Background: an optimization exercise with open tools, aiming at small area. Do not read the settings as production practice. RTL that was checked went through simulation tests only; none was proved equivalent to the original. Function not checked in runs 4 and 5: the RTL went through the layout flow alone. Power is estimated from default activity; no workload was simulated.

==> flow/design.v <==
module topmodule(input clk_in,
    input rst,
    input clr,
    input ent,
    input chg,
    output [4:0] led,
    output [3:0] AN,
    input [3:0] sw,
    output [6:0] seven_out
    );
    reg [1:0] m3;    
    reg [1:0] m4;    
    reg [2:0] m5;    
    always @(posedge clk_in or posedge rst)
        if (rst) begin
            m3 <= 2'b00;
            m4 <= 2'b00;
            m5 <= 3'b000;
        end else begin
            m3 <= {m3[0], ~(m3[1] | m3[0])};
            m4 <= {m4[1] ^ m4[0], ~m4[0]};
            m5 <= {m5[1:0], ~(m5[2] | m5[1])};
        end
    wire dtick = m3[1] & ~m4[0];                           
    wire btick = ~m4[1] & m4[0] & m5[2] & ~m5[1];          
    reg [2:0] e_s, c_s, g_s;
    reg e_p, c_p, g_p;
    always @(posedge clk_in or posedge rst)
        if (rst) begin
            e_s <= 3'b000; c_s <= 3'b000; g_s <= 3'b000;
            e_p <= 1'b0; c_p <= 1'b0; g_p <= 1'b0;
        end else if (btick) begin
            e_s <= {e_s[1:0], ent};
            c_s <= {c_s[1:0], clr};
            g_s <= {g_s[1:0], chg};
            e_p <= e_s[1] & ~e_s[2];
            c_p <= c_s[1] & ~c_s[2];
            g_p <= g_s[1] & ~g_s[2];
        end
    localparam [3:0] S_IDLE = 4'b1000, S_UNL = 4'b1001, S_LCK = 4'b1011,
                     S_CHK = 4'b1010, S_G1 = 4'b0000, S_N1 = 4'b0100;
    reg [3:0] st;         
    reg [3:0] ls;         
    reg [3:0] sws;        
    reg [15:0] pw;        
    reg match;            
    reg locked;
    wire s_ent  = ~st[3];
    wire s_idle = st[3] & ~st[1] & ~st[0];
    wire s_unl  = st[3] & ~st[1] & st[0];
    wire s_chk  = st[3] & st[1] & ~st[0];
    wire s_lck  = st[3] & st[1] & st[0];
    reg [3:0] nst;
    always @(*) begin
        nst = st;
        if (s_ent) begin
            if (e_p) nst = (st[1:0] == 2'b11) ? {2'b10, 1'b1, st[2]} : {st[3:2], st[1:0] + 2'd1};
            else if (c_p) nst = {st[3:2], 2'b00};
        end else if (s_chk)
            nst = (match == locked) ? S_UNL : S_LCK;
        else if (e_p)
            nst = S_G1;
        else if (s_idle & c_p)
            nst = S_G1;
        else if (s_unl & g_p)
            nst = S_N1;
    end
    always @(posedge clk_in or posedge rst)
        if (rst) begin
            st <= S_IDLE;
            ls <= S_IDLE;
        end else if (btick) begin
            st <= nst;
            if (!s_chk) ls <= st;
        end
    reg [3:0] pdig;
    always @(*)
        case (st[1:0])
            2'd0: pdig = pw[15:12];
            2'd1: pdig = pw[11:8];
            2'd2: pdig = pw[7:4];
            default: pdig = pw[3:0];
        endcase
    wire [3:0] pwd = sw & {4{~s_idle}};
    wire s_new = ~st[3] & st[2];
    always @(posedge clk_in)
        if (btick) begin
            if (!s_chk) sws <= sw;
            if (s_idle | (s_new & st[1:0] == 2'd0)) pw[15:12] <= pwd;
            if (s_idle | (s_new & st[1:0] == 2'd1)) pw[11:8] <= pwd;
            if (s_idle | (s_new & st[1:0] == 2'd2)) pw[7:4] <= pwd;
            if (s_idle | (s_new & st[1:0] == 2'd3)) pw[3:0] <= pwd;
            if (s_ent & ~st[2] & e_p) match <= (match | st[1:0] == 2'd0) & (sw == pdig);
            if (s_idle | s_lck) locked <= 1'b1;
            if (s_unl) locked <= 1'b0;
        end
    assign led[4] = 1'b0;
    assign led[3:0] = ls[3] ? {ls[0], 1'b0, ls[1], ls[0]}
                            : ({2'b00, ls[1:0]} + {1'b0, ls[2], 1'b0, 1'b1});
    reg [1:0] nd;       
    reg first;          
    reg [4:0] ch;       
    wire [1:0] pos = ~ls[1:0];           
    wire above = nd > pos;
    wire at    = nd == pos;
    reg [3:0] pwj;
    always @(*)
        case (nd)
            2'd0: pwj = pw[3:0];
            2'd1: pwj = pw[7:4];
            2'd2: pwj = pw[11:8];
            default: pwj = pw[15:12];
        endcase
    reg [4:0] cc;
    always @(*) begin
        if (!ls[3]) begin
            if (ls[2] & (above | at)) cc = {1'b0, pwj};
            else if (at) cc = {1'b0, sws};
            else if (above) cc = 5'b10000;       
            else cc = 5'h0A;                      
        end else if (ls[1:0] == 2'b01) begin      
            case (nd)
                2'd3: cc = 5'h00;
                2'd2: cc = 5'b10001;
                2'd1: cc = 5'h0E;
                default: cc = 5'h0C;
            endcase
        end else begin                            
            case (nd)
                2'd3: cc = 5'h0F;
                2'd2: cc = 5'h0D;
                2'd1: cc = 5'h05;
                default: cc = 5'h0D;
            endcase
        end
    end
    always @(posedge clk_in or posedge rst)
        if (rst) begin
            nd <= 2'd0;
            first <= 1'b1;
            ch <= 5'h00;
        end else if (dtick) begin
            nd <= nd + 2'd1;
            first <= 1'b0;
            ch <= cc;
        end
    assign AN[0] = ~(first | nd == 2'd1);
    assign AN[1] = ~(nd == 2'd2);
    assign AN[2] = ~(nd == 2'd3);
    assign AN[3] = ~(~first & nd == 2'd0);
    reg [6:0] seg;
    always @(*)
        if (ch[4])
            seg = ch[0] ? 7'b0011000 : 7'b1111110;
        else
            case (ch[3:0])
                4'h0: seg = 7'b0000001;
                4'h1: seg = 7'b1001111;
                4'h2: seg = 7'b0010010;
                4'h3: seg = 7'b0000110;
                4'h4: seg = 7'b1001100;
                4'h5: seg = 7'b0100100;
                4'h6: seg = 7'b0100000;
                4'h7: seg = 7'b0001111;
                4'h8: seg = 7'b0000000;
                4'h9: seg = 7'b0000100;
                4'hA: seg = 7'b0001000;
                4'hB: seg = 7'b1100000;
                4'hC: seg = 7'b0110001;
                4'hD: seg = 7'b1000010;
                4'hE: seg = 7'b0110000;
                default: seg = 7'b0111000;
            endcase
    assign seven_out = seg;
endmodule
==> flow/flow/run.sh <==
#!/bin/bash
# Layout flow: the standard synthesis, then the combinational logic is
# mapped again for area (flip-flops kept as synthesized), then the standard flow's
# standard layout with small port buffers.
set -euo pipefail
W=$(pwd)
F=$W/flow
LIB=$FLOW_HOME/platforms/sky130hd/lib/sky130_fd_sc_hd__tt_025C_1v80.lib
R=$W/orfs/results/sky130hd/topmodule/base

bash standard.sh synth > $W/synth.log 2>&1
cp $R/1_2_yosys.v $W/std_synth.v

DU=$(grep -oE 'cell \("?sky130_fd_sc_hd__(lpflow|probe)[A-Za-z0-9_]*' $LIB | sed -E 's/cell \("?//' | tr '\n' ' ')
RS_IN=$W/std_synth.v RS_OUT=$W/resynth.v RS_LIB=$LIB RS_SCRIPT=$F/area.abc RS_DONTUSE="$DU" \
    yosys -c $F/resynth.tcl > $W/resynth.log 2>&1
cp $W/resynth.v $R/1_2_yosys.v
touch $R/1_2_yosys.v

export BUFFER_PORTS_ARGS="-buffer_cell sky130_fd_sc_hd__buf_1"
bash standard.sh finish > $W/layout.log 2>&1
==> flow/flow/area.abc <==
strash
&get -n
&deepsyn -T 20
&put
dch -f
amap
topo
==> flow/flow/resynth.tcl <==
# Re-map the combinational logic of a synthesized netlist; flip-flop instances are kept as they are.
# env: RS_IN RS_OUT RS_LIB RS_SCRIPT RS_DONTUSE
yosys read_liberty -ignore_miss_func $::env(RS_LIB)
yosys read_verilog $::env(RS_IN)
yosys hierarchy -top topmodule
yosys setattr -mod -set keep_hierarchy 1 sky130_fd_sc_hd__df* sky130_fd_sc_hd__edf* sky130_fd_sc_hd__sdf* sky130_fd_sc_hd__dl* sky130_fd_sc_hd__conb_1
yosys flatten
yosys opt_clean -purge
yosys stat
set du ""
foreach c $::env(RS_DONTUSE) { append du " -dont_use $c" }
yosys "abc -script $::env(RS_SCRIPT) -liberty $::env(RS_LIB) $du"
yosys opt_clean -purge
yosys hierarchy -top topmodule
yosys "stat -liberty $::env(RS_LIB)"
yosys write_verilog -noattr -noexpr -nohex -nodec $::env(RS_OUT)
==> flow/standard.sh <==
#!/bin/bash
# synth_recipe.tcl (not shown) runs the flow's synth.tcl, then flattens the netlist and writes it again
# the make line also repeats each setting of config.mk as NAME=value (left out here)
make -C /OpenROAD-flow-scripts/flow DESIGN_CONFIG=/design/flow/config.mk WORK_HOME=/design/flow/orfs CLKGATE_MAP_FILE= SYNTH_SCRIPT=/design/flow/synth_recipe.tcl "${@:-finish}"
==> flow/config.mk <==
export PLATFORM = sky130hd
export DESIGN_NAME = topmodule
export DESIGN_NICKNAME = topmodule
export VERILOG_FILES = /design/flow/design.v
export SDC_FILE = /design/flow/constraint.sdc
export NUM_CORES = 4
export LEC_CHECK = 0
export ABC_AREA = 1
export CAP_MARGIN = 20
export CORE_MARGIN = 2
export CORE_UTILIZATION = 40
export CTS_BUF_LIST = sky130_fd_sc_hd__clkbuf_4
export SLEW_MARGIN = 20
==> flow/constraint.sdc <==
create_clock -name core_clock -period 10.0 [get_ports {clk_in}]
set_input_delay 2.0000 -clock core_clock [delete_from_list [all_inputs] [get_ports {clk_in}]]
set_output_delay 2.0000 -clock core_clock [all_outputs]
set_load 0.01 [all_outputs]
==> flow_summary.html, run 1 <==
<table>
<tr><th>Metric</th><th>Value</th></tr>
<tr><th colspan="2">Run status</th></tr>
<tr><td>Status</td><td>aborted with a tool error</td></tr>
<tr><td>Last stage reached</td><td>netlist read-in after synthesis (1_synth)</td></tr>
<tr><td>First error</td><td>[ERROR ORD-2013] instance c_p$_DFFE_PP0P_/Q_reg LEF master $_DFF_PN0_ not found.</td></tr>
<tr><th colspan="2">Synthesis</th></tr>
<tr><td>Synthesis warning total</td><td>1</td></tr>
</table>
==> run 2: changes to the inputs <==
--- a/flow/flow/resynth.tcl
+++ b/flow/flow/resynth.tcl
@@ -14,3 +14,8 @@
 yosys hierarchy -top topmodule
+yosys splitnets
+yosys opt_clean -purge
+yosys insbuf -buf sky130_fd_sc_hd__buf_1 A X
+yosys "rename -hide w:*.*"
 yosys "stat -liberty $::env(RS_LIB)"
+yosys "blackbox sky130_fd_sc_hd__*"
 yosys write_verilog -noattr -noexpr -nohex -nodec $::env(RS_OUT)
==> run 2 against run 1 <==
  * Now clean on timing, DRC and antenna
==> flow_summary.html, run 2 <==
<table>
<tr><th>Metric</th><th>Value</th></tr>
<tr><th colspan="2">Timing</th></tr>
<tr><td>Setup repair after global routing missed its margin</td><td>no</td></tr>
<tr><td>Clock period minus final worst setup slack</td><td>just under 4 ns</td></tr>
<tr><td>Final Hold Vio Count</td><td>0</td></tr>
<tr><td>Worst slew pin tran</td><td>between 0.7 and 0.8 ns</td></tr>
<tr><td>Share of the cycle needed by the critical path after routing</td><td>0.3956</td></tr>
<tr><td>Fin Hold WS</td><td>around 0.36 ns</td></tr>
<tr><td>Total of endpoints with negative setup slack in the final report</td><td>0</td></tr>
<tr><td>Max-slew violation total from the final report</td><td>0</td></tr>
<tr><td>Worst Skew</td><td>approximately 0.015 ns</td></tr>
<tr><td>Max-Slew Margin vs Limit</td><td>0.4784</td></tr>
<tr><td>Fin Setup TNS</td><td>0 ns</td></tr>
<tr><td>Least setup slack across all paths after layout</td><td>approximately 6.0 ns</td></tr>
<tr><td>Maximum frequency from static timing analysis</td><td>roughly 250 MHz</td></tr>
<tr><th colspan="2">Critical path</th></tr>
<tr><td>Arrival time of the worst setup path</td><td>around 2 ns</td></tr>
<tr><td>Critical path required time</td><td>8.00 ns</td></tr>
<tr><td>Cell with the largest stage delay on the worst path</td><td>or3_1</td></tr>
<tr><td>Critical path's top delay family</td><td>buffers and inverters</td></tr>
<tr><td>Cell mode on critical path</td><td>clkinv_1</td></tr>
<tr><td>CP Cell Sequence</td><td>clkinv_1 &gt; or3_1 &gt; o211ai_1 &gt; clkinv_1 &gt; o21ai_0 &gt; buf_1</td></tr>
<tr><td>Crit end category</td><td>output port</td></tr>
<tr><td>CP Buf/Inv Count</td><td>3</td></tr>
<tr><td>Type of the worst setup path</td><td>reg2out</td></tr>
<tr><td>Nature of the critical path startpoint</td><td>flip-flop</td></tr>
<tr><td>CP max stage delay</td><td>approximately 0.40 ns</td></tr>
<tr><td>Maximum net fanout on the critical path</td><td>7</td></tr>
<tr><th colspan="2">Route</th></tr>
<tr><td>Overall via count from detail_route</td><td>approximately 2.1k</td></tr>
<tr><td>Number of DRC violations after detailed routing</td><td>0</td></tr>
<tr><td>Routed Antenna Nets</td><td>0</td></tr>
<tr><td>DRC violation total after the first TritonRoute iteration</td><td>153</td></tr>
<tr><td>Wire length per cell</td><td>~14 um</td></tr>
<tr><td>Detailed-route vias per instance</td><td>5.509</td></tr>
<tr><td>Total detailed-routing wirelength</td><td>5630 um</td></tr>
<tr><td>Detailed Routing Iterations Pass 1</td><td>4</td></tr>
<tr><th colspan="2">Clock tree</th></tr>
<tr><td>Source-to-sink clock delay at the later pin of the worst-skew pair</td><td>0.40 ns</td></tr>
<tr><td>Clock buffer count from CTS</td><td>9</td></tr>
<tr><td>Hold bufs inserted after CTS</td><td>0</td></tr>
<tr><td>Post-CTS setup buffers</td><td>0</td></tr>
<tr><td>Clk pin slew, worst setup/hold paths</td><td>0.11 ns</td></tr>
<tr><td>Clock tree from TritonCTS</td><td>built</td></tr>
<tr><td>Number of H-tree levels</td><td>3</td></tr>
<tr><td>Post-cts resize count</td><td>0</td></tr>
<tr><td>Sinks on Clock Net</td><td>57</td></tr>
<tr><td>Buffer levels on the longest clock path</td><td>2</td></tr>
<tr><td>Clk root buf</td><td>clkbuf_4</td></tr>
<tr><th colspan="2">Final layout</th></tr>
<tr><td>Inserted Diodes</td><td>0</td></tr>
<tr><td>Number of inserted filler cells in the final layout</td><td>597</td></tr>
<tr><td>Layout area overhead</td><td>11.49%</td></tr>
<tr><td>Proportion of layout cells with a drive suffix above 1</td><td>0.06731</td></tr>
<tr><td>Commonest non-fill, non-tap cell in the layout</td><td>nor2_1</td></tr>
<tr><td>Top library cells by usage in the layout, fill and taps aside</td><td>nor2_1 (47), clkinv_1 (45), dfrtp_1 (32)</td></tr>
<tr><td>Leading registers by flop count</td><td>pw: 16 flops, ch: 5 flops</td></tr>
<tr><td>Final net count</td><td>316</td></tr>
<tr><td>Top register by number of flip-flops</td><td>pw</td></tr>
<tr><td>Number of flip-flops in the largest register</td><td>16</td></tr>
<tr><th colspan="2">Synthesis</th></tr>
<tr><td>Number of instances in the synthesized netlist</td><td>between 200 and 300</td></tr>
<tr><td>Post-Syn Nets</td><td>roughly 280</td></tr>
<tr><td>Synthesis warning total</td><td>1 (unchanged)</td></tr>
<tr><td>Combined area of all synthesized cells</td><td>about 2600 um2</td></tr>
<tr><td>Post-synthesis area per instance</td><td>between 9 and 10 um2</td></tr>
<tr><th colspan="2">Die</th></tr>
<tr><td>Row count</td><td>29</td></tr>
<tr><td>Die Y-Extent</td><td>roughly 85 um</td></tr>
<tr><td>Num ports</td><td>25</td></tr>
<tr><td>Die outline area</td><td>7227 um2</td></tr>
<tr><td>Horizontal extent of the die</td><td>around 85 um</td></tr>
<tr><td>Core area</td><td>between 6000 and 7000 um2</td></tr>
<tr><td>Starting Density</td><td>0.4134</td></tr>
<tr><th colspan="2">Power and ir drop</th></tr>
<tr><td>Static leakage power</td><td>between 1 and 1.5 nW</td></tr>
<tr><td>Power density over the cells</td><td>~130 nW/um2</td></tr>
<tr><td>Worst VDD drop</td><td>roughly 65 uV</td></tr>
<tr><th colspan="2">Place</th></tr>
<tr><td>Detailed placer's ending HPWL</td><td>just over 4000 um</td></tr>
<tr><td>Placement Setup Slack</td><td>~6.5 ns</td></tr>
<tr><td>Final weighted congestion of routability-driven global placement</td><td>~0.9</td></tr>
<tr><td>PortBufs</td><td>23</td></tr>
<tr><th colspan="2">Worst hold path</th></tr>
<tr><td>Worst min path class</td><td>reg2reg</td></tr>
<tr><th colspan="2">GRT</th></tr>
<tr><td>Global-route wire length before repair</td><td>between 9000 and 10,000 um</td></tr>
<tr><td>Antenna violations before repair</td><td>0</td></tr>
<tr><td>Pin count of the biggest net entering global routing</td><td>36</td></tr>
<tr><td>Total overflow reported by the global router</td><td>0</td></tr>
<tr><td>Aggregate global-route resource usage</td><td>0.1712</td></tr>
<tr><td>Vias in the first global route</td><td>roughly 2k</td></tr>
<tr><th colspan="2">Run status</th></tr>
<tr><td>Status</td><td>timing/DRC/antenna clean (was aborted with a tool error)</td></tr>
<tr><th colspan="2">Job</th></tr>
<tr><td>Max Cap Viol</td><td>0</td></tr>
</table>
==> run 2: area by class of cell <==
cell class | count | area [um2] | area share
inverters | 45 | 168.9 | 0.05772
multi-input cells | 169 | 912.1 | 0.3117
clock buffers | 10 | 75.07 | 0.02565
repair buffers | 25 | 101.3 | 0.03463
flip-flops and latches | 57 | 1540 | 0.5263
clock inverters | 6 | 32.53 | 0.01112
well taps | 77 | 96.34 | 0.03292
==> run 2: routing by layer <==
layer / global-route usage / routed length (um) / up-vias
met3: 0.03696 / 249 / 10
met5: 0 / 0 / -
met1: 0.2268 / 2739 / 1015
met4: 0.08369 / 93 / 0
met2: 0.2678 / 2547 / 63
li1: - / - / 1055
==> run 2: report_power, final <==
group	switching [mW]	internal [mW]	leakage, nW	total (mW)
clock	0.0868	0.0525	0.0706	0.139
sequential	0.000528	0.244	0.653	0.245
combinational	0.00616	0.00302	0.370	0.00918
==> run 2: worst reg2reg max path: stages, from the launching register on <==
cell and delay, ns:
dfrtp_1 0.38, clkinv_1 0.05, nand2_1 0.06, nor3b_1 0.18
buf_4 0.23, clkinv_1 0.44, nor2_1 0.72, clkinv_1 0.27
nor2_1 0.17
==> run 2: final timing paths <==
path,start,endpoint,slack (ns),cells past startpoint
min reg2reg,m5[0],m5[1],0.36,0
min in group asynchronous,rst,m5[1],1.63,3
min,m5[0],m5[1],0.36,0
max,ch[1],seven_out[6],6.04,6
max reg2reg,m4[1],locked,7.21,8
max in group asynchronous,rst,st[3],8.01,3
==> run 2: metrics by stage <==
step / total power, mW / area, um2 / util / std cells
global route: 0.4098 / 2927 / 0.4609 / 389
global placement: 0.2586 / 2819 / 0.4439 / 373
CTS: 0.3964 / 2927 / 0.4609 / 389
floorplan: 0.2552 / 2625 / - / 272
detailed placement: 0.2589 / 2819 / 0.4439 / 373
finish: 0.3930 / 2927 / 0.4609 / 389
==> run 3: changes to the inputs <==
==> flow/run.sh (new file) <==
#!/bin/bash
# synth_recipe.tcl (not shown) runs the flow's synth.tcl, then flattens the netlist and writes it again
# the make line also repeats each setting of config.mk as NAME=value (left out here)
make -C /OpenROAD-flow-scripts/flow DESIGN_CONFIG=/design/flow/config.mk WORK_HOME=/design/flow/orfs CLKGATE_MAP_FILE= SYNTH_SCRIPT=/design/flow/synth_recipe.tcl finish
removed: flow/flow/run.sh
removed: flow/flow/area.abc
removed: flow/flow/resynth.tcl
removed: flow/standard.sh
==> run 3 against run 2 <==
  * Still clean
  * Non-clock buffer count down 1
  * Sequential power about the same
  * Die area up 20%
  * Register-to-register slack better by 0.44 ns
  * Maximum frequency down 6.9%
  * Setup slack worse by 0.29 ns
  * Global-route usage down 0.52 points
  * Cell count up 32%
  * Combinational power up 23%
  * Core utilization up 0.62 points
  * Power up 6.2%
  * Critical endpoint unchanged
  * Largest cell class unchanged
==> flow_summary.html, run 3 <==
<table>
<tr><th>Metric</th><th>Value</th></tr>
<tr><th colspan="2">Run status</th></tr>
<tr><td>Status</td><td>timing/DRC/antenna clean (unchanged)</td></tr>
<tr><th colspan="2">Clock tree</th></tr>
<tr><td>Buffer levels on the longest clock path</td><td>2 (unchanged)</td></tr>
<tr><td>Post-CTS setup buffers</td><td>0 (unchanged)</td></tr>
<tr><td>Clk root buf</td><td>clkbuf_4 (unchanged)</td></tr>
<tr><td>Clock tree from TritonCTS</td><td>built (unchanged)</td></tr>
<tr><td>Number of H-tree levels</td><td>3 (unchanged)</td></tr>
<tr><td>Source-to-sink clock delay at the later pin of the worst-skew pair</td><td>0.41 ns (was 0.40 ns)</td></tr>
<tr><td>Hold bufs inserted after CTS</td><td>0 (unchanged)</td></tr>
<tr><td>Clock buffer count from CTS</td><td>9 (unchanged)</td></tr>
<tr><td>Sinks on Clock Net</td><td>57 (unchanged)</td></tr>
<tr><td>Post-cts resize count</td><td>0 (unchanged)</td></tr>
<tr><td>Clk pin slew, worst setup/hold paths</td><td>0.10 ns (was 0.11 ns)</td></tr>
<tr><th colspan="2">Timing</th></tr>
<tr><td>Clock period minus final worst setup slack</td><td>4.248 ns (was 3.956 ns)</td></tr>
<tr><td>Worst Skew</td><td>0.01301 ns (was 0.01487 ns)</td></tr>
<tr><td>Least setup slack across all paths after layout</td><td>5.752 ns (was 6.044 ns)</td></tr>
<tr><td>Maximum frequency from static timing analysis</td><td>235.4 MHz (was 252.8 MHz)</td></tr>
<tr><td>Setup repair after global routing missed its margin</td><td>no (unchanged)</td></tr>
<tr><td>Worst slew pin tran</td><td>0.7214 ns (was 0.7757 ns)</td></tr>
<tr><td>Total of endpoints with negative setup slack in the final report</td><td>0 (unchanged)</td></tr>
<tr><td>Max-Slew Margin vs Limit</td><td>0.5162 (was 0.4784)</td></tr>
<tr><td>Final Hold Vio Count</td><td>0 (unchanged)</td></tr>
<tr><td>Max-slew violation total from the final report</td><td>0 (unchanged)</td></tr>
<tr><td>Share of the cycle needed by the critical path after routing</td><td>0.4248 (was 0.3956)</td></tr>
<tr><td>Fin Setup TNS</td><td>0 ns (unchanged)</td></tr>
<tr><th colspan="2">Synthesis</th></tr>
<tr><td>Area leader, netlist</td><td>dfrtp_1</td></tr>
<tr><td>Biggest area contributors in the synthesized netlist</td><td>dfrtp_1 (25%), edfxtp_1 (21%), nand2_1 (12%), ha_1 (7.1%), inv_1 (5.3%)</td></tr>
<tr><td>Number of synthesized register bits</td><td>57</td></tr>
<tr><td>Post-Syn Nets</td><td>408 (was 281)</td></tr>
<tr><td>Share of flip-flops with an asynchronous set or reset</td><td>0.6140</td></tr>
<tr><td>Number of enable-type register cells in the synthesized netlist</td><td>22</td></tr>
<tr><td>Most numerous cell types in the synthesized netlist</td><td>nand2_1 (98), inv_1 (45), nor2_1 (36)</td></tr>
<tr><td>Post-synthesis area per instance</td><td>8.331 um2 (was 9.651 um2)</td></tr>
<tr><td>Combined area of all synthesized cells</td><td>3174 um2 (was 2625 um2)</td></tr>
<tr><td>Synthesis warning total</td><td>1 (unchanged)</td></tr>
<tr><td>Proportion of netlist area held by the largest area contributor</td><td>0.2523</td></tr>
<tr><td>Number of instances in the synthesized netlist</td><td>381 (was 272)</td></tr>
<tr><td>Post-synthesis sequential area ratio</td><td>0.4852</td></tr>
<tr><td>Predominant post-synthesis flop cell</td><td>dfrtp_1</td></tr>
<tr><td>Most instantiated library cell after synthesis</td><td>nand2_1</td></tr>
<tr><td>Count of distinct cell types in the synthesized netlist</td><td>39</td></tr>
<tr><th colspan="2">Final layout</th></tr>
<tr><td>Final core utilization</td><td>0.4671 (was 0.4609)</td></tr>
<tr><td>Top register by number of flip-flops</td><td>pw (unchanged)</td></tr>
<tr><td>Commonest non-fill, non-tap cell in the layout</td><td>nand2_1 (was nor2_1)</td></tr>
<tr><td>Proportion of layout cells with a drive suffix above 1</td><td>0.08738 (was 0.06731)</td></tr>
<tr><td>Layout area overhead</td><td>13.72% (was 11.49%)</td></tr>
<tr><td>Leading registers by flop count</td><td>pw: 16 flops, ch: 5 flops (unchanged)</td></tr>
<tr><td>Number of flip-flops in the largest register</td><td>16 (unchanged)</td></tr>
<tr><td>Inserted Diodes</td><td>0 (unchanged)</td></tr>
<tr><td>Top library cells by usage in the layout, fill and taps aside</td><td>nand2_1 (98), inv_1 (45), nor2_1 (36) (was nor2_1 (47), clkinv_1 (45), dfrtp_1 (32))</td></tr>
<tr><td>Final net count</td><td>434 (was 316)</td></tr>
<tr><th colspan="2">Die</th></tr>
<tr><td>Starting Density</td><td>0.4108 (was 0.4134)</td></tr>
<tr><td>Row count</td><td>32 (was 29)</td></tr>
<tr><td>Core area</td><td>7727 um2 (was 6350 um2)</td></tr>
<tr><td>Die outline area</td><td>8664 um2 (was 7227 um2)</td></tr>
<tr><td>Die Y-Extent</td><td>93.08 um (was 85.01 um)</td></tr>
<tr><td>Num ports</td><td>25 (unchanged)</td></tr>
<tr><td>Horizontal extent of the die</td><td>93.08 um (was 85.01 um)</td></tr>
<tr><th colspan="2">Route</th></tr>
<tr><td>Number of DRC violations after detailed routing</td><td>0 (unchanged)</td></tr>
<tr><td>Overall via count from detail_route</td><td>2,510 (was 2,143)</td></tr>
<tr><td>Detailed-route vias per instance</td><td>4.883 (was 5.509)</td></tr>
<tr><td>DRC violation total after the first TritonRoute iteration</td><td>99 (was 153)</td></tr>
<tr><td>Wire length per cell</td><td>12.81 um (was 14.47 um)</td></tr>
<tr><td>Detailed Routing Iterations Pass 1</td><td>4 (unchanged)</td></tr>
<tr><td>Total detailed-routing wirelength</td><td>6582 um (was 5630 um)</td></tr>
<tr><td>Routed Antenna Nets</td><td>0 (unchanged)</td></tr>
<tr><th colspan="2">Place</th></tr>
<tr><td>Detailed placer's ending HPWL</td><td>4908 um (was 4130 um)</td></tr>
<tr><td>Final weighted congestion of routability-driven global placement</td><td>0.9022 (was 0.9017)</td></tr>
<tr><td>Placement Setup Slack</td><td>6.184 ns (was 6.481 ns)</td></tr>
<tr><td>PortBufs</td><td>23 (unchanged)</td></tr>
<tr><th colspan="2">GRT</th></tr>
<tr><td>Total overflow reported by the global router</td><td>0 (unchanged)</td></tr>
<tr><td>Aggregate global-route resource usage</td><td>0.1660 (was 0.1712)</td></tr>
<tr><td>Vias in the first global route</td><td>2,416 (was 1,995)</td></tr>
<tr><td>GR met2 Demand/Resource</td><td>0.2838 (was 0.2678)</td></tr>
<tr><td>Global routing met3 resource utilization</td><td>0.03143 (was 0.03696)</td></tr>
<tr><td>GRT met1 Usage</td><td>0.2013 (was 0.2268)</td></tr>
<tr><td>Pin count of the biggest net entering global routing</td><td>36 (unchanged)</td></tr>
<tr><td>Antenna violations before repair</td><td>0 (unchanged)</td></tr>
<tr><td>Global-route wire length before repair</td><td>11,250 um (was 9618 um)</td></tr>
<tr><td>Global-route layer with the greatest usage</td><td>met2 (unchanged)</td></tr>
<tr><th colspan="2">Power and ir drop</th></tr>
<tr><td>Power density over the cells</td><td>115.7 nW/um2 (was 134.3 nW/um2)</td></tr>
<tr><td>Worst VDD drop</td><td>59.18 uV (was 64.63 uV)</td></tr>
<tr><td>Total power</td><td>417.5 uW (was 393.0 uW)</td></tr>
<tr><td>Static leakage power</td><td>1.678 nW (was 1.093 nW)</td></tr>
<tr><th colspan="2">Critical path</th></tr>
<tr><td>Type of the worst setup path</td><td>reg2out (unchanged)</td></tr>
<tr><td>Critical path's top delay family</td><td>buffers and inverters (unchanged)</td></tr>
<tr><td>Maximum net fanout on the critical path</td><td>7 (unchanged)</td></tr>
<tr><td>CP Cell Sequence</td><td>inv_1 &gt; ha_1 &gt; inv_1 &gt; a21oi_1 &gt; o21ai_0 &gt; o21ai_0 &gt; nand2_1 &gt; nand2_1 &gt; clkdlybuf4s50_1 (was clkinv_1 &gt; or3_1 &gt; o211ai_1 &gt; clkinv_1 &gt; o21ai_0 &gt; buf_1)</td></tr>
<tr><td>Startpoint of the worst register-to-register path</td><td>m4[1] (unchanged)</td></tr>
<tr><td>Crit end category</td><td>output port (unchanged)</td></tr>
<tr><td>Arrival time of the worst setup path</td><td>2.25 ns (was 1.96 ns)</td></tr>
<tr><td>Cell with the largest stage delay on the worst path</td><td>clkdlybuf4s50_1 (was or3_1)</td></tr>
<tr><td>Critical path required time</td><td>8.00 ns (about the same)</td></tr>
<tr><td>Nature of the critical path startpoint</td><td>flip-flop (unchanged)</td></tr>
<tr><td>Critical Path Source</td><td>ch[1] (unchanged)</td></tr>
<tr><td>CP Buf/Inv Count</td><td>3 (unchanged)</td></tr>
<tr><td>CP max stage delay</td><td>0.53 ns (was 0.40 ns)</td></tr>
<tr><th colspan="2">Worst hold path</th></tr>
<tr><td>Worst min path class</td><td>reg2reg (unchanged)</td></tr>
<tr><td>Worst Min Path Start</td><td>m5[0] (unchanged)</td></tr>
<tr><th colspan="2">Job</th></tr>
<tr><td>Max Cap Viol</td><td>0 (unchanged)</td></tr>
</table>
[run 3: layer usage]
layer,part of all wire,vias to the layer above,wire (um)
li1,-,1287,-
met1,0.45,1164,2987
met2,0.49,48,3251
met3,0.033,11,216
met4,0.019,0,127
met5,0,-,0
[run 3: area by class of cell]
cell class | instances | area, um2
Clock buffer | 11 | 82.58
Fill cell | 749 | 4118
Inverter | 50 | 190.2
Tap cell | 102 | 127.6
Timing Repair Buffer | 24 | 237.7
Multi-Input combinational cell | 265 | 1384
Clock inverter | 5 | 47.55
Sequential cell | 57 | 1540
[run 3: worst paths after layout]
path                                end  slack, ns  cells after the start
min in group asynchronous         m4[0]       1.98                      3
setup reg to reg                 pw[14]       7.65                      6
max in group asynchronous         ls[3]       7.67                      3
hold / removal                    m5[1]       0.36                      0
hold reg to reg                   m5[1]       0.36                      0
setup / recovery           seven_out[6]       5.75                      9
[run 3: worst register-to-register path, delay by kind of cell (launching register included)]
kind | cells | cell delay [ns]
fa+ha+maj | 1 | 0.13
simple gates | 2 | 0.41
flops | 1 | 0.37
compound gates | 1 | 0.67
buf+inv | 2 | 0.40
[run 3: kinds of logic after synthesis]
family,after synthesis,share of synthesized area
and+or+nand+nor,174,0.2393
other,1,0.001181
DFF,57,0.4852
xor gates and xnor gates,4,0.01104
adders and majority gates,18,0.07095
AOI/OAI and AO/OA,68,0.1135
buffers and inverters,59,0.07883
[run 3: stage by stage]
stage | instances | hold WS, ns | instance area [um2]
4_1_cts | 514 | 0.3704 | 3610
5_1_grt | 514 | 0.3944 | 3610
6_report | 514 | 0.3648 | 3610
2_1_floorplan | 381 | 0.3312 | 3174
3_5_place_dp | 498 | 0.3396 | 3480
3_3_place_gp | 498 | 0.3343 | 3480
[run 3: where the power goes]
part	switching (mW)	total, mW	internal, mW
Combinational	0.00664	0.0113	0.00464
Clock	0.0824	0.162	0.0795
Sequential	0.000462	0.244	0.244
Total	0.0895	0.417	0.328
==> run 4: changes to the inputs <==
--- a/flow/design.v
+++ b/flow/design.v
@@ -10,4 +10,5 @@
     );
+    reg [1:0] nd;    
     reg [1:0] m3;    
-    reg [1:0] m4;    
+    reg       odd;   
     reg [2:0] m5;    
@@ -16,3 +17,3 @@
             m3 <= 2'b00;
-            m4 <= 2'b00;
+            odd <= 1'b0;
             m5 <= 3'b000;
@@ -20,7 +21,7 @@
             m3 <= {m3[0], ~(m3[1] | m3[0])};
-            m4 <= {m4[1] ^ m4[0], ~m4[0]};
+            odd <= ~odd;
             m5 <= {m5[1:0], ~(m5[2] | m5[1])};
         end
-    wire dtick = m3[1] & ~m4[0];                           
-    wire btick = ~m4[1] & m4[0] & m5[2] & ~m5[1];          
+    wire dtick = m3[1] & ~odd;                             
+    wire btick = odd & (nd[0] ~^ m3[1]) & m5[2] & ~m5[1];  
     reg [2:0] e_s, c_s, g_s;
@@ -99,3 +100,2 @@
                             : ({2'b00, ls[1:0]} + {1'b0, ls[2], 1'b0, 1'b1});
-    reg [1:0] nd;       
     reg first;          
==> flow/flow/run.sh (new file) <==
#!/bin/bash
# Layout flow: the standard synthesis; then the combinational logic is
# mapped again for area with a few ABC scripts (flip-flops kept exactly as
# synthesized) and the smallest result is kept; then the standard layout
# with the smallest buffer on the ports and a clock tree without dummy loads.
set -euo pipefail
W=$(pwd)
F=$W/flow
LIB=$FLOW_HOME/platforms/sky130hd/lib/sky130_fd_sc_hd__tt_025C_1v80.lib
R=$W/orfs/results/sky130hd/topmodule/base

bash standard.sh synth > $W/synth.log 2>&1
cp $R/1_2_yosys.v $W/std_synth.v

DU=$(grep -oE 'cell \("?sky130_fd_sc_hd__(lpflow|probe)[A-Za-z0-9_]*' $LIB | sed -E 's/cell \("?//' | tr '\n' ' ')
for s in $F/s*.abc; do
    n=$(basename $s .abc)
    RS_IN=$W/std_synth.v RS_OUT=$W/resynth_$n.v RS_LIB=$LIB RS_SCRIPT=$s RS_DONTUSE="$DU" \
        yosys -c $F/resynth.tcl > $W/resynth_$n.log 2>&1 &
done
wait
best=""; barea=""
for s in $F/s*.abc; do
    n=$(basename $s .abc)
    a=$(grep "Chip area for top module" $W/resynth_$n.log | awk '{print $NF}')
    echo "$n $a" >> $W/resynth_areas.txt
    if [[ -z "$barea" ]] || awk "BEGIN{exit !($a < $barea)}"; then best=$n; barea=$a; fi
done
echo "best $best $barea" >> $W/resynth_areas.txt
cp $W/resynth_$best.v $R/1_2_yosys.v
touch $R/1_2_yosys.v

export BUFFER_PORTS_ARGS="-buffer_cell sky130_fd_sc_hd__buf_1"
export CTS_ARGS="$(cat $F/cts_args)"
bash standard.sh finish > $W/layout.log 2>&1
==> flow/flow/cts_args (new file) <==
-sink_clustering_enable -repair_clock_nets -dont_use_dummy_load -sink_clustering_size 30 -sink_clustering_max_diameter 200 -buf_list sky130_fd_sc_hd__clkbuf_8
==> flow/flow/resynth.tcl (new file) <==
# Re-map the combinational logic of a synthesized netlist; flip-flop instances are kept as they are.
# env: RS_IN RS_OUT RS_LIB RS_SCRIPT RS_DONTUSE
yosys read_liberty -ignore_miss_func $::env(RS_LIB)
yosys read_verilog $::env(RS_IN)
yosys hierarchy -top topmodule
yosys setattr -mod -set keep_hierarchy 1 sky130_fd_sc_hd__df* sky130_fd_sc_hd__edf* sky130_fd_sc_hd__sdf* sky130_fd_sc_hd__dl* sky130_fd_sc_hd__conb_1
yosys flatten
yosys opt_clean -purge
yosys stat
set du ""
foreach c $::env(RS_DONTUSE) { append du " -dont_use $c" }
yosys "abc -script $::env(RS_SCRIPT) -liberty $::env(RS_LIB) $du"
yosys opt_clean -purge
yosys hierarchy -top topmodule
yosys splitnets
yosys opt_clean -purge
yosys insbuf -buf sky130_fd_sc_hd__buf_1 A X
yosys "rename -hide w:*.*"
yosys "stat -liberty $::env(RS_LIB)"
yosys "blackbox sky130_fd_sc_hd__*"
yosys write_verilog -noattr -noexpr -nohex -nodec $::env(RS_OUT)
==> flow/flow/s1.abc (new file) <==
strash
&get -n
&deepsyn -T 20
&put
dch -f
amap
topo
==> flow/flow/s2.abc (new file) <==
strash
&get -n
&deepsyn -T 20 -S 7
&put
dch -f
map -a
topo
==> flow/flow/s3.abc (new file) <==
strash
dch -f
amap
topo
==> flow/flow/s4.abc (new file) <==
strash
&get -n
&deepsyn -T 20 -S 3
&put
dch -f
amap
topo
==> flow/standard.sh (new file) <==
#!/bin/bash
# synth_recipe.tcl (not shown) runs the flow's synth.tcl, then flattens the netlist and writes it again
# the make line also repeats each setting of config.mk as NAME=value (left out here)
make -C /OpenROAD-flow-scripts/flow DESIGN_CONFIG=/design/flow/config.mk WORK_HOME=/design/flow/orfs CLKGATE_MAP_FILE= SYNTH_SCRIPT=/design/flow/synth_recipe.tcl "${@:-finish}"
--- a/flow/config.mk
+++ b/flow/config.mk
@@ -8,6 +8,5 @@
 export ABC_AREA = 1
-export CAP_MARGIN = 20
+export CAP_MARGIN = 0
 export CORE_MARGIN = 2
 export CORE_UTILIZATION = 40
-export CTS_BUF_LIST = sky130_fd_sc_hd__clkbuf_4
-export SLEW_MARGIN = 20
+export SLEW_MARGIN = 0
removed: flow/run.sh
==> run 4 against run 3 <==
  * Critical endpoint unchanged
  * Largest power group unchanged
  * Non-clock buffer count increased by 1
  * Sequential share of layout area increased by 11 points
  * Setup slack improved by 0.49 ns
  * Cell count decreased by 27%
  * Die area decreased by 18%
  * Synthesized area decreased by 19%
==> flow_summary.html, run 4 <==
<table>
<tr><th>Metric</th><th>Value</th></tr>
<tr><th colspan="2">Route</th></tr>
<tr><td>Detailed Routing Iterations Pass 1</td><td>4 (unchanged)</td></tr>
<tr><td>Wire length per cell</td><td>15.03 um (was 12.81 um)</td></tr>
<tr><td>Number of DRC violations after detailed routing</td><td>0 (unchanged)</td></tr>
<tr><td>DRC violation total after the first TritonRoute iteration</td><td>177 (was 99)</td></tr>
<tr><td>Routed Antenna Nets</td><td>0 (unchanged)</td></tr>
<tr><td>Overall via count from detail_route</td><td>2,091 (was 2,510)</td></tr>
<tr><td>Total detailed-routing wirelength</td><td>5653 um (was 6582 um)</td></tr>
<tr><td>Detailed-route vias per instance</td><td>5.561 (was 4.883)</td></tr>
<tr><th colspan="2">Place</th></tr>
<tr><td>Final weighted congestion of routability-driven global placement</td><td>0.9138 (was 0.9022)</td></tr>
<tr><td>PortBufs</td><td>23 (unchanged)</td></tr>
<tr><td>Detailed placer's ending HPWL</td><td>4110 um (was 4908 um)</td></tr>
<tr><th colspan="2">Clock tree</th></tr>
<tr><td>Hold bufs inserted after CTS</td><td>0 (unchanged)</td></tr>
<tr><td>Post-CTS setup buffers</td><td>0 (unchanged)</td></tr>
<tr><td>Clk pin slew, worst setup/hold paths</td><td>0.09 ns (was 0.10 ns)</td></tr>
<tr><td>Buffer levels on the longest clock path</td><td>2 (unchanged)</td></tr>
<tr><td>Clock buffer count from CTS</td><td>5 (was 9)</td></tr>
<tr><td>Clock tree from TritonCTS</td><td>built (unchanged)</td></tr>
<tr><td>Sinks on Clock Net</td><td>56 (was 57)</td></tr>
<tr><td>Post-cts resize count</td><td>0 (unchanged)</td></tr>
<tr><td>Clk root buf</td><td>clkbuf_8 (was clkbuf_4)</td></tr>
<tr><td>Number of H-tree levels</td><td>2 (was 3)</td></tr>
<tr><td>Source-to-sink clock delay at the later pin of the worst-skew pair</td><td>0.31 ns (was 0.41 ns)</td></tr>
<tr><th colspan="2">Final layout</th></tr>
<tr><td>Leading registers by flop count</td><td>pw: 16 flops, ch: 5 flops (unchanged)</td></tr>
<tr><td>Inserted Diodes</td><td>0 (unchanged)</td></tr>
<tr><td>Layout area overhead</td><td>10.46% (was 13.72%)</td></tr>
<tr><td>Commonest non-fill, non-tap cell in the layout</td><td>nor2_1 (was nand2_1)</td></tr>
<tr><td>Number of flip-flops in the largest register</td><td>16 (unchanged)</td></tr>
<tr><td>Final net count</td><td>310 (was 434)</td></tr>
<tr><td>Top library cells by usage in the layout, fill and taps aside</td><td>nor2_1 (57), clkinv_1 (41), dfrtp_1 (31) (was nand2_1 (98), inv_1 (45), nor2_1 (36))</td></tr>
<tr><td>Top register by number of flip-flops</td><td>pw (unchanged)</td></tr>
<tr><td>Proportion of layout cells with a drive suffix above 1</td><td>0.03679 (was 0.08738)</td></tr>
<tr><th colspan="2">GRT</th></tr>
<tr><td>GRT met1 Usage</td><td>0.2439 (was 0.2013)</td></tr>
<tr><td>Aggregate global-route resource usage</td><td>0.1646 (was 0.1660)</td></tr>
<tr><td>Total overflow reported by the global router</td><td>0 (unchanged)</td></tr>
<tr><td>Global-route layer with the greatest usage</td><td>met1 (was met2)</td></tr>
<tr><td>Global-route wire length before repair</td><td>9294 um (was 11,250 um)</td></tr>
<tr><td>Global routing met3 resource utilization</td><td>0.03441 (was 0.03143)</td></tr>
<tr><td>GR met2 Demand/Resource</td><td>0.2439 (was 0.2838)</td></tr>
<tr><td>Pin count of the biggest net entering global routing</td><td>21 (was 36)</td></tr>
<tr><td>Vias in the first global route</td><td>1,902 (was 2,416)</td></tr>
<tr><td>Antenna violations before repair</td><td>0 (unchanged)</td></tr>
<tr><th colspan="2">Synthesis</th></tr>
<tr><td>Post-synthesis area per instance</td><td>9.528 um2 (was 8.331 um2)</td></tr>
<tr><td>Synthesis warning total</td><td>1 (unchanged)</td></tr>
<tr><td>Post-Syn Nets</td><td>279 (was 408)</td></tr>
<tr><td>Combined area of all synthesized cells</td><td>2572 um2 (was 3174 um2)</td></tr>
<tr><td>Number of instances in the synthesized netlist</td><td>270 (was 381)</td></tr>
<tr><th colspan="2">Die</th></tr>
<tr><td>Die Y-Extent</td><td>84.20 um (was 93.08 um)</td></tr>
<tr><td>Starting Density</td><td>0.4098 (was 0.4108)</td></tr>
<tr><td>Row count</td><td>29 (was 32)</td></tr>
<tr><td>Core area</td><td>6277 um2 (was 7727 um2)</td></tr>
<tr><td>Num ports</td><td>25 (unchanged)</td></tr>
<tr><td>Die outline area</td><td>7089 um2 (was 8664 um2)</td></tr>
<tr><td>Horizontal extent of the die</td><td>84.20 um (was 93.08 um)</td></tr>
<tr><th colspan="2">Power and ir drop</th></tr>
<tr><td>Static leakage power</td><td>1.042 nW (was 1.678 nW)</td></tr>
<tr><td>Worst VDD drop</td><td>79.96 uV (was 59.18 uV)</td></tr>
<tr><td>Power density over the cells</td><td>126.8 nW/um2 (was 115.7 nW/um2)</td></tr>
<tr><th colspan="2">Timing</th></tr>
<tr><td>Worst Skew</td><td>0.02204 ns (was 0.01301 ns)</td></tr>
<tr><td>Worst slew pin tran</td><td>0.8556 ns (was 0.7214 ns)</td></tr>
<tr><td>Clock period minus final worst setup slack</td><td>3.761 ns (was 4.248 ns)</td></tr>
<tr><td>Total of endpoints with negative setup slack in the final report</td><td>0 (unchanged)</td></tr>
<tr><td>Share of the cycle needed by the critical path after routing</td><td>0.3761 (was 0.4248)</td></tr>
<tr><td>Setup repair after global routing missed its margin</td><td>no (unchanged)</td></tr>
<tr><td>Fin Hold WS</td><td>0.3551 ns (was 0.3648 ns)</td></tr>
<tr><td>Fin Setup TNS</td><td>0 ns (unchanged)</td></tr>
<tr><td>Max-Slew Margin vs Limit</td><td>0.4236 (was 0.5162)</td></tr>
<tr><td>Final Hold Vio Count</td><td>0 (unchanged)</td></tr>
<tr><td>Max-slew violation total from the final report</td><td>0 (unchanged)</td></tr>
<tr><td>Maximum frequency from static timing analysis</td><td>265.9 MHz (was 235.4 MHz)</td></tr>
<tr><th colspan="2">Critical path</th></tr>
<tr><td>Type of the worst setup path</td><td>reg2out (unchanged)</td></tr>
<tr><td>Depth of the worst register-to-register path</td><td>8 (was 6)</td></tr>
<tr><td>Crit end category</td><td>output port (unchanged)</td></tr>
<tr><td>FF-to-FF setup slack</td><td>7.15 ns (was 7.65 ns)</td></tr>
<tr><td>Startpoint of the worst register-to-register path</td><td>nd[0] (was m4[1])</td></tr>
<tr><td>Maximum net fanout on the critical path</td><td>5 (was 7)</td></tr>
<tr><td>Nature of the critical path startpoint</td><td>flip-flop (unchanged)</td></tr>
<tr><td>Arrival time of the worst setup path</td><td>1.76 ns (was 2.25 ns)</td></tr>
<tr><td>Reg-to-reg critical path endpoint</td><td>locked (was pw[14])</td></tr>
<tr><td>Critical path required time</td><td>8.00 ns (about the same)</td></tr>
<tr><th colspan="2">Worst hold path</th></tr>
<tr><td>Worst min-delay path endpoint</td><td>m5[1] (unchanged)</td></tr>
<tr><td>Hold Path Stages</td><td>0 (unchanged)</td></tr>
<tr><td>Worst min path class</td><td>reg2reg (unchanged)</td></tr>
<tr><td>Worst Min Path Start</td><td>m5[0] (unchanged)</td></tr>
<tr><th colspan="2">Job</th></tr>
<tr><td>Max Cap Viol</td><td>0 (unchanged)</td></tr>
<tr><th colspan="2">Run status</th></tr>
<tr><td>Status</td><td>timing/DRC/antenna clean (unchanged)</td></tr>
</table>
==> run 4: report_power, final <==
group	switching (mW)	leakage, nW	internal [mW]	total, mW
logic	0.00605	0.397	0.00262	0.00867
registers	0.000583	0.609	0.240	0.240
clock network	0.0657	0.0359	0.0454	0.111
total	0.0723	1.04	0.288	0.360
==> run 4: layout make-up <==
cell class | instances | area [um2]
Clock buffer | 5 | 68.82
Multi-Input combinational cell | 172 | 905.9
Inverter | 41 | 153.9
Timing Repair Buffer | 25 | 101.3
Sequential cell | 56 | 1515
Fill cell | 629 | 3436
Tap cell | 77 | 96.34
==> run 4: through the flow <==
stage / area [um2] / util / std cells / setup slack, ns / total power, mW
after floorplan: 2572 / - / 270 / 5.988 / 0.2507
after global placement: 2773 / 0.4417 / 371 / 6.642 / 0.2539
after detailed placement: 2773 / 0.4417 / 371 / 6.601 / 0.2542
after CTS: 2841 / 0.4527 / 376 / 6.262 / 0.3654
after global routing: 2841 / 0.4527 / 376 / 6.059 / 0.3753
final: 2841 / 0.4527 / 376 / 6.239 / 0.3602
==> run 4: worst max path at each step <==
stage	startpoint	end	slack, ns	cells past startpoint
3_5_place_dp	ch[0]	seven_out[6]	6.60	7
3_3_place_gp	ch[2]	seven_out[6]	6.64	7
6_report	ch[2]	seven_out[6]	6.24	7
5_1_grt	ch[0]	seven_out[6]	6.06	7
2_1_floorplan	nd[0]	locked	5.99	7
4_1_cts	ch[2]	seven_out[6]	6.26	7
==> run 4: routing by layer <==
layer  routed length (um)  vias to the layer above  part of all wire
met5                    0                        -                 0
met4                   57                        0             0.010
met3                  317                        7             0.056
met2                 2419                       58              0.43
met1                 2858                      991              0.51
li1                     -                     1035                 -
==> run 4: critical path, stage by stage (launching register included) <==
cell      delay, ns
dfrtp_1        0.38
clkinv_1       0.14
nor2_1         0.24
clkinv_1       0.12
nor2_1         0.14
nor3_1         0.09
o221ai_1       0.19
buf_1          0.17
==> run 5: changes to the inputs <==
--- a/flow/design.v
+++ b/flow/design.v
@@ -40,6 +40,4 @@
         end
-    localparam [3:0] S_IDLE = 4'b1000, S_UNL = 4'b1001, S_LCK = 4'b1011,
-                     S_CHK = 4'b1010, S_G1 = 4'b0000, S_N1 = 4'b0100;
-    reg [3:0] st;         
-    reg [3:0] ls;         
+    reg [3:0] ls;
+    reg [1:0] ev;
     reg [3:0] sws;        
@@ -48,40 +46,32 @@
     reg locked;
-    wire s_ent  = ~st[3];
-    wire s_idle = st[3] & ~st[1] & ~st[0];
-    wire s_unl  = st[3] & ~st[1] & st[0];
-    wire s_chk  = st[3] & st[1] & ~st[0];
-    wire s_lck  = st[3] & st[1] & st[0];
-    reg [3:0] nst;
-    always @(*) begin
-        nst = st;
-        if (s_ent) begin
-            if (e_p) nst = (st[1:0] == 2'b11) ? {2'b10, 1'b1, st[2]} : {st[3:2], st[1:0] + 2'd1};
-            else if (c_p) nst = {st[3:2], 2'b00};
-        end else if (s_chk)
-            nst = (match == locked) ? S_UNL : S_LCK;
-        else if (e_p)
-            nst = S_G1;
-        else if (s_idle & c_p)
-            nst = S_G1;
-        else if (s_unl & g_p)
-            nst = S_N1;
-    end
+    wire l_dig = ~ls[3];
+    wire l_idle = ls[3] & ls[0];
+    wire l_unl = ls[3] & ~ls[1];
+    wire s_chk  = l_dig & ~ls[2] & (ls[1:0] == 2'b11) & (ev == 2'b01);
+    wire s_rest = (l_dig & ~ls[2] & (ls[1:0] == 2'b11) & (ev == 2'b11))
+                | (l_dig & ls[2] & (ls[1:0] == 2'b11) & (ev == 2'b01))
+                | (ls[3] & ~ls[0] & (ev == 2'b00));
+    wire s_idle = l_idle & (ev == 2'b00);
+    wire s_dig  = ~s_chk & ~s_rest & ~s_idle;
+    wire s_new  = l_dig ? ls[2] : (ev == 2'b11);
+    wire [1:0] s_idx = (ev == 2'b01) ? ls[1:0] + 2'd1 : (ev[1] | ~l_dig) ? 2'd00 : ls[1:0];
     always @(posedge clk_in or posedge rst)
         if (rst) begin
-            st <= S_IDLE;
-            ls <= S_IDLE;
+            ls <= 4'b1111;
+            ev <= 2'b00;
         end else if (btick) begin
-            st <= nst;
-            if (!s_chk) ls <= st;
+            if (s_chk)
+                ev <= 2'b11;
+            else begin
+                ls <= s_dig ? {2'b00, s_new, s_idx} : s_rest ? {2'b10, locked, 1'b0} : 4'b1111;
+                if (s_dig)
+                    ev <= e_p ? 2'b01 : c_p ? 2'b10 : 2'b00;
+                else if (s_idle)
+                    ev <= (e_p | c_p) ? 2'b10 : 2'b00;
+                else
+                    ev <= e_p ? 2'b10 : (g_p & ~locked) ? 2'b11 : 2'b00;
+            end
         end
-    reg [3:0] pdig;
-    always @(*)
-        case (st[1:0])
-            2'd0: pdig = pw[15:12];
-            2'd1: pdig = pw[11:8];
-            2'd2: pdig = pw[7:4];
-            default: pdig = pw[3:0];
-        endcase
     wire [3:0] pwd = sw & {4{~s_idle}};
-    wire s_new = ~st[3] & st[2];
+    wire w_new = s_dig & s_new;
     always @(posedge clk_in)
@@ -89,13 +79,11 @@
             if (!s_chk) sws <= sw;
-            if (s_idle | (s_new & st[1:0] == 2'd0)) pw[15:12] <= pwd;
-            if (s_idle | (s_new & st[1:0] == 2'd1)) pw[11:8] <= pwd;
-            if (s_idle | (s_new & st[1:0] == 2'd2)) pw[7:4] <= pwd;
-            if (s_idle | (s_new & st[1:0] == 2'd3)) pw[3:0] <= pwd;
-            if (s_ent & ~st[2] & e_p) match <= (match | st[1:0] == 2'd0) & (sw == pdig);
-            if (s_idle | s_lck) locked <= 1'b1;
-            if (s_unl) locked <= 1'b0;
+            if (s_idle | (w_new & s_idx == 2'd0)) pw[15:12] <= pwd;
+            if (s_idle | (w_new & s_idx == 2'd1)) pw[11:8] <= pwd;
+            if (s_idle | (w_new & s_idx == 2'd2)) pw[7:4] <= pwd;
+            if (s_idle | (w_new & s_idx == 2'd3)) pw[3:0] <= pwd;
+            if (s_idle | (w_new & s_idx == 2'd3 & e_p)) locked <= 1'b1;
+            if (s_chk) locked <= match ^ locked;
         end
     assign led[4] = 1'b0;
-    assign led[3:0] = ls[3] ? {ls[0], 1'b0, ls[1], ls[0]}
-                            : ({2'b00, ls[1:0]} + {1'b0, ls[2], 1'b0, 1'b1});
+    assign led[3:0] = ls + 4'd1;
     reg first;          
@@ -120,3 +108,3 @@
             else cc = 5'h0A;                      
-        end else if (ls[1:0] == 2'b01) begin      
+        end else if (l_unl) begin                  
             case (nd)
@@ -136,2 +124,5 @@
     end
+    wire entered = ~ls[3] & ~ls[2] & (ev == 2'b01);
+    always @(posedge clk_in)
+        if (entered & at) match <= (match | ls[1:0] == 2'd0) & (sws == pwj);
     always @(posedge clk_in or posedge rst)
--- a/flow/flow/run.sh
+++ b/flow/flow/run.sh
@@ -19,2 +19,3 @@
         yosys -c $F/resynth.tcl > $W/resynth_$n.log 2>&1 &
+    [[ $(jobs -r | wc -l) -ge ${NUM_CORES:-4} ]] && wait -n
 done
==> flow/flow/s1.abc (replaced) <==
strash
&get -n
&deepsyn -T 20 -S 7
&put
dch -f
amap
topo
==> flow/flow/s2.abc (replaced) <==
strash
&get -n
&deepsyn -T 20 -S 14
&put
dch -f
amap
topo
==> flow/flow/s3.abc (replaced) <==
strash
&get -n
&deepsyn -T 20 -S 21
&put
dch -f
amap
topo
==> flow/flow/s4.abc (replaced) <==
strash
&get -n
&deepsyn -T 20 -S 28
&put
dch -f
amap
topo
==> flow/flow/s5.abc (new file) <==
strash
&get -n
&deepsyn -T 20 -S 35
&put
dch -f
amap
topo
==> flow/flow/s6.abc (new file) <==
strash
&get -n
&deepsyn -T 20 -S 42
&put
dch -f
amap
topo
==> flow/flow/s7.abc (new file) <==
strash
&get -n
&deepsyn -T 20 -S 49
&put
dch -f
amap
topo
==> flow/flow/s8.abc (new file) <==
strash
&get -n
&deepsyn -T 20 -S 56
&put
dch -f
amap
topo
==> flow/flow/s9.abc (new file) <==
strash
dch -f
amap
topo
--- a/flow/config.mk
+++ b/flow/config.mk
@@ -11,2 +11,3 @@
 export CORE_UTILIZATION = 40
+export GPL_TIMING_DRIVEN = 0
 export SLEW_MARGIN = 0
==> run 5 against run 4 <==
  * Non-clock buffer count stayed put
  * Maximum frequency is 8.3% lower
  * Sequential power is 3% lower
  * Clock-buffer cell count stayed put
  * Clock skew is 0.0065 ns lower
  * Wire length is 8.9% lower
  * Final area is 4.7% lower
  * Sequential share of layout area is 0.86 points higher
  * Synthesized cell count is 7.4% lower
  * Critical path type is now reg2reg
  * First-iteration DRC count is 7.9% lower
  * Sequential cell count is 2 lower
  * Still clean
  * Critical endpoint is now pw[11]
==> flow_summary.html, run 5 <==
<table>
<tr><th>Metric</th><th>Value</th></tr>
<tr><th colspan="2">Timing</th></tr>
<tr><td>Worst slew pin tran</td><td>1.105 ns (was 0.8556 ns)</td></tr>
<tr><td>Fin Setup TNS</td><td>0 ns (unchanged)</td></tr>
<tr><td>Setup repair after global routing missed its margin</td><td>no (unchanged)</td></tr>
<tr><td>Worst Skew</td><td>0.01558 ns (was 0.02204 ns)</td></tr>
<tr><td>Final Hold Vio Count</td><td>0 (unchanged)</td></tr>
<tr><td>Clock period minus final worst setup slack</td><td>4.100 ns (was 3.761 ns)</td></tr>
<tr><td>Max-Slew Margin vs Limit</td><td>0.2588 (was 0.4236)</td></tr>
<tr><td>Maximum frequency from static timing analysis</td><td>243.9 MHz (was 265.9 MHz)</td></tr>
<tr><td>Max-slew violation total from the final report</td><td>0 (unchanged)</td></tr>
<tr><td>Total of endpoints with negative setup slack in the final report</td><td>0 (unchanged)</td></tr>
<tr><td>Share of the cycle needed by the critical path after routing</td><td>0.4100 (was 0.3761)</td></tr>
<tr><td>Fin Hold WS</td><td>0.3776 ns (was 0.3551 ns)</td></tr>
<tr><th colspan="2">Clock tree</th></tr>
<tr><td>Buffer levels on the longest clock path</td><td>2 (unchanged)</td></tr>
<tr><td>Hold bufs inserted after CTS</td><td>0 (unchanged)</td></tr>
<tr><td>Clk root buf</td><td>clkbuf_8 (unchanged)</td></tr>
<tr><td>Post-CTS setup buffers</td><td>0 (unchanged)</td></tr>
<tr><td>Clock buffer count from CTS</td><td>5 (unchanged)</td></tr>
<tr><td>Post-cts resize count</td><td>0 (unchanged)</td></tr>
<tr><td>Clock tree from TritonCTS</td><td>built (unchanged)</td></tr>
<tr><td>Clk pin slew, worst setup/hold paths</td><td>0.09 ns (about the same)</td></tr>
<tr><td>Sinks on Clock Net</td><td>54 (was 56)</td></tr>
<tr><td>Source-to-sink clock delay at the later pin of the worst-skew pair</td><td>0.30 ns (was 0.31 ns)</td></tr>
<tr><td>Number of H-tree levels</td><td>2 (unchanged)</td></tr>
<tr><th colspan="2">Worst hold path</th></tr>
<tr><td>Worst min path class</td><td>reg2reg (unchanged)</td></tr>
<tr><th colspan="2">Route</th></tr>
<tr><td>Routed Antenna Nets</td><td>0 (unchanged)</td></tr>
<tr><td>Detailed Routing Iterations Pass 1</td><td>4 (unchanged)</td></tr>
<tr><td>Overall via count from detail_route</td><td>1,926 (was 2,091)</td></tr>
<tr><td>Total detailed-routing wirelength</td><td>5148 um (was 5653 um)</td></tr>
<tr><td>Detailed-route vias per instance</td><td>5.441 (was 5.561)</td></tr>
<tr><td>DRC violation total after the first TritonRoute iteration</td><td>163 (was 177)</td></tr>
<tr><td>Wire length per cell</td><td>14.54 um (was 15.03 um)</td></tr>
<tr><td>Number of DRC violations after detailed routing</td><td>0 (unchanged)</td></tr>
<tr><th colspan="2">Power and ir drop</th></tr>
<tr><td>Switching Fraction</td><td>0.1951 (was 0.2008)</td></tr>
<tr><td>Internal power consumption</td><td>279.5 uW (was 287.9 uW)</td></tr>
<tr><td>Flop pwr share</td><td>0.669 (was 0.667)</td></tr>
<tr><td>Worst VDD drop</td><td>56.68 uV (was 79.96 uV)</td></tr>
<tr><td>Power density over the cells</td><td>128.2 nW/um2 (was 126.8 nW/um2)</td></tr>
<tr><td>Part of the power in combinational logic</td><td>0.021 (was 0.024)</td></tr>
<tr><td>Clk network pwr share</td><td>0.310 (was 0.308)</td></tr>
<tr><td>NetSw</td><td>67.76 uW (was 72.33 uW)</td></tr>
<tr><td>Static leakage power</td><td>1.001 nW (was 1.042 nW)</td></tr>
<tr><th colspan="2">GRT</th></tr>
<tr><td>Aggregate global-route resource usage</td><td>0.1653 (was 0.1646)</td></tr>
<tr><td>Pin count of the biggest net entering global routing</td><td>33 (was 21)</td></tr>
<tr><td>Total overflow reported by the global router</td><td>0 (unchanged)</td></tr>
<tr><td>Global-route wire length before repair</td><td>8362 um (was 9294 um)</td></tr>
<tr><td>Antenna violations before repair</td><td>0 (unchanged)</td></tr>
<tr><td>Vias in the first global route</td><td>1,772 (was 1,902)</td></tr>
<tr><th colspan="2">Final layout</th></tr>
<tr><td>Top register by number of flip-flops</td><td>pw (unchanged)</td></tr>
<tr><td>Reg area</td><td>1468 um2 (was 1515 um2)</td></tr>
<tr><td>Inserted Diodes</td><td>0 (unchanged)</td></tr>
<tr><td>Number of inserted filler cells in the final layout</td><td>568 (was 629)</td></tr>
<tr><td>Leading registers by flop count</td><td>pw: 16 flops, ch: 5 flops (unchanged)</td></tr>
<tr><td>Footprint of the multi-input gates</td><td>834.6 um2 (was 905.9 um2)</td></tr>
<tr><td>Layout area overhead</td><td>10.74% (was 10.46%)</td></tr>
<tr><td>Proportion of layout cells with a drive suffix above 1</td><td>0.04301 (was 0.03679)</td></tr>
<tr><td>Number of flip-flops in the largest register</td><td>16 (unchanged)</td></tr>
<tr><td>Final core utilization</td><td>0.4575 (was 0.4527)</td></tr>
<tr><td>Final net count</td><td>290 (was 310)</td></tr>
<tr><td>Top library cells by usage in the layout, fill and taps aside</td><td>clkinv_1 (39), nor2_1 (35), dfrtp_1 (27) (was nor2_1 (57), clkinv_1 (41), dfrtp_1 (31))</td></tr>
<tr><td>Commonest non-fill, non-tap cell in the layout</td><td>clkinv_1 (was nor2_1)</td></tr>
<tr><th colspan="2">Critical path</th></tr>
<tr><td>Critical path required time</td><td>9.94 ns (was 8.00 ns)</td></tr>
<tr><td>Maximum net fanout on the critical path</td><td>13 (was 5)</td></tr>
<tr><td>Cell mode on critical path</td><td>clkinv_1</td></tr>
<tr><td>Type of the worst setup path</td><td>reg2reg (was reg2out)</td></tr>
<tr><td>CP max stage delay</td><td>0.66 ns (was 0.38 ns)</td></tr>
<tr><td>Crit end category</td><td>flip-flop (was output port)</td></tr>
<tr><td>CP Buf/Inv Count</td><td>4 (was 3)</td></tr>
<tr><td>Nature of the critical path startpoint</td><td>flip-flop (unchanged)</td></tr>
<tr><td>Arrival time of the worst setup path</td><td>4.04 ns (was 1.76 ns)</td></tr>
<tr><td>Critical path's top delay family</td><td>simple AND/OR/NAND/NOR gates (unchanged)</td></tr>
<tr><td>CP Cell Sequence</td><td>clkinv_1 &gt; o22ai_1 &gt; nor4b_2 &gt; buf_4 &gt; clkinv_1 &gt; nor2_1 &gt; clkinv_1 &gt; o32ai_1 &gt; nor2b_1 (was clkinv_1 &gt; nor2_1 &gt; clkinv_1 &gt; nor2_1 &gt; nor3_1 &gt; o221ai_1 &gt; buf_1)</td></tr>
<tr><td>Cell with the largest stage delay on the worst path</td><td>nor4b_2 (was dfrtp_1)</td></tr>
<tr><th colspan="2">Die</th></tr>
<tr><td>Core area</td><td>5921 um2 (was 6277 um2)</td></tr>
<tr><td>Die outline area</td><td>6757 um2 (was 7089 um2)</td></tr>
<tr><td>Row count</td><td>28 (was 29)</td></tr>
<tr><td>Horizontal extent of the die</td><td>82.20 um (was 84.20 um)</td></tr>
<tr><td>Num ports</td><td>25 (unchanged)</td></tr>
<tr><td>Die Y-Extent</td><td>82.20 um (was 84.20 um)</td></tr>
<tr><td>Starting Density</td><td>0.4131 (was 0.4098)</td></tr>
<tr><th colspan="2">Place</th></tr>
<tr><td>Final weighted congestion of routability-driven global placement</td><td>0.8315 (was 0.9138)</td></tr>
<tr><td>PortBufs</td><td>23 (unchanged)</td></tr>
<tr><td>Detailed placer's ending HPWL</td><td>3768 um (was 4110 um)</td></tr>
<tr><th colspan="2">Synthesis</th></tr>
<tr><td>Combined area of all synthesized cells</td><td>2446 um2 (was 2572 um2)</td></tr>
<tr><td>Number of instances in the synthesized netlist</td><td>250 (was 270)</td></tr>
<tr><td>Post-Syn Nets</td><td>259 (was 279)</td></tr>
<tr><td>Synthesis warning total</td><td>1 (unchanged)</td></tr>
<tr><td>Post-synthesis area per instance</td><td>9.784 um2 (was 9.528 um2)</td></tr>
<tr><th colspan="2">Run status</th></tr>
<tr><td>Status</td><td>timing/DRC/antenna clean (unchanged)</td></tr>
<tr><th colspan="2">Job</th></tr>
<tr><td>Max Cap Viol</td><td>0 (unchanged)</td></tr>
</table>
==> run 5: path summary, 6_finish.rpt <==
kind / start / to / slack, ns / depth (start not counted)
worst max-delay path: nd[0] / pw[11] / 5.90 / 9
worst min-delay path: m5[0] / m5[1] / 0.38 / 0
worst max register to register: nd[0] / pw[11] / 5.90 / 9
worst min register to register: m5[0] / m5[1] / 0.38 / 0
max in group asynchronous: rst / ch[1] / 7.68 / 2
min in group asynchronous: rst / g_s[1] / 1.80 / 2
==> run 5: through the flow <==
stage | power [mW] | cell area (um2) | setup slack, ns | cells
after CTS | 0.3508 | 2709 | 5.888 | 354
after global placement | 0.2443 | 2626 | 3.955 | 348
after global routing | 0.3602 | 2709 | 5.628 | 354
final | 0.3472 | 2709 | 5.900 | 354
after detailed placement | 0.2445 | 2640 | 5.916 | 349
after floorplan | 0.2418 | 2446 | 5.765 | 250
==> run 5: power groups by stage <==
stage / clock, mW / sequential [mW] / combinational (mW)
floorplan: 0 / 0.237 / 0.00489
global placement: 0 / 0.237 / 0.00733
detailed placement: 0 / 0.237 / 0.00753
CTS: 0.111 / 0.232 / 0.00755
global route: 0.119 / 0.233 / 0.00857
finish: 0.108 / 0.232 / 0.00726
==> run 5: final cells by class <==
cell class	instances	share of cell area
Clock buffer	5	0.02540
Timing Repair Buffer	24	0.03464
Sequential cell	54	0.5418
Tap cell	75	0.03464
Buffer	1	0.001386
Multi-Input combinational cell	156	0.3081
Inverter	39	0.05404
==> run 5: routing by layer <==
layer | share of wire | global-route usage | vias up | wire, um
met5 | 0 | 0 | - | 0
met4 | 0.012 | 0.05500 | 0 | 64
met3 | 0.034 | 0.03587 | 7 | 176
met2 | 0.47 | 0.2766 | 42 | 2415
met1 | 0.48 | 0.2124 | 923 | 2492
li1 | - | - | 954 | -

## static timing again, ports no longer ideal
The results above use ideal ports. As a check the final layouts listed here were re-extracted and re-timed, cells and wires unchanged. Step 1 assumes that a clkbuf_16 drives the clock port and a buf_2 every other input. Step 2 also shifts input and output timing later by t, the mid clock arrival at the registers, as if the neighbouring blocks saw the same clock. a / b / c = ideal ports / drivers / drivers and shift; a / b = the first two.
| run | t (ns) | setup slack, ns | worst setup path after step 2 | latest minus earliest clock arrival (ns) |
|---|---|---|---|---|
| run 2 | 0.422 | 6.044 / 6.018 / 6.440 | register to output | 0.015 / 0.015 |
| run 3 | 0.427 | 5.752 / 5.724 / 6.152 | register to output | 0.013 / 0.013 |
| run 4 | 0.324 | 6.239 / 6.210 / 6.534 | register to output | 0.022 / 0.022 |
| run 5 | 0.324 | 5.900 / 5.900 / 5.900 | register to register | 0.015 / 0.015 |
After both steps setup and hold are still met in every run listed.
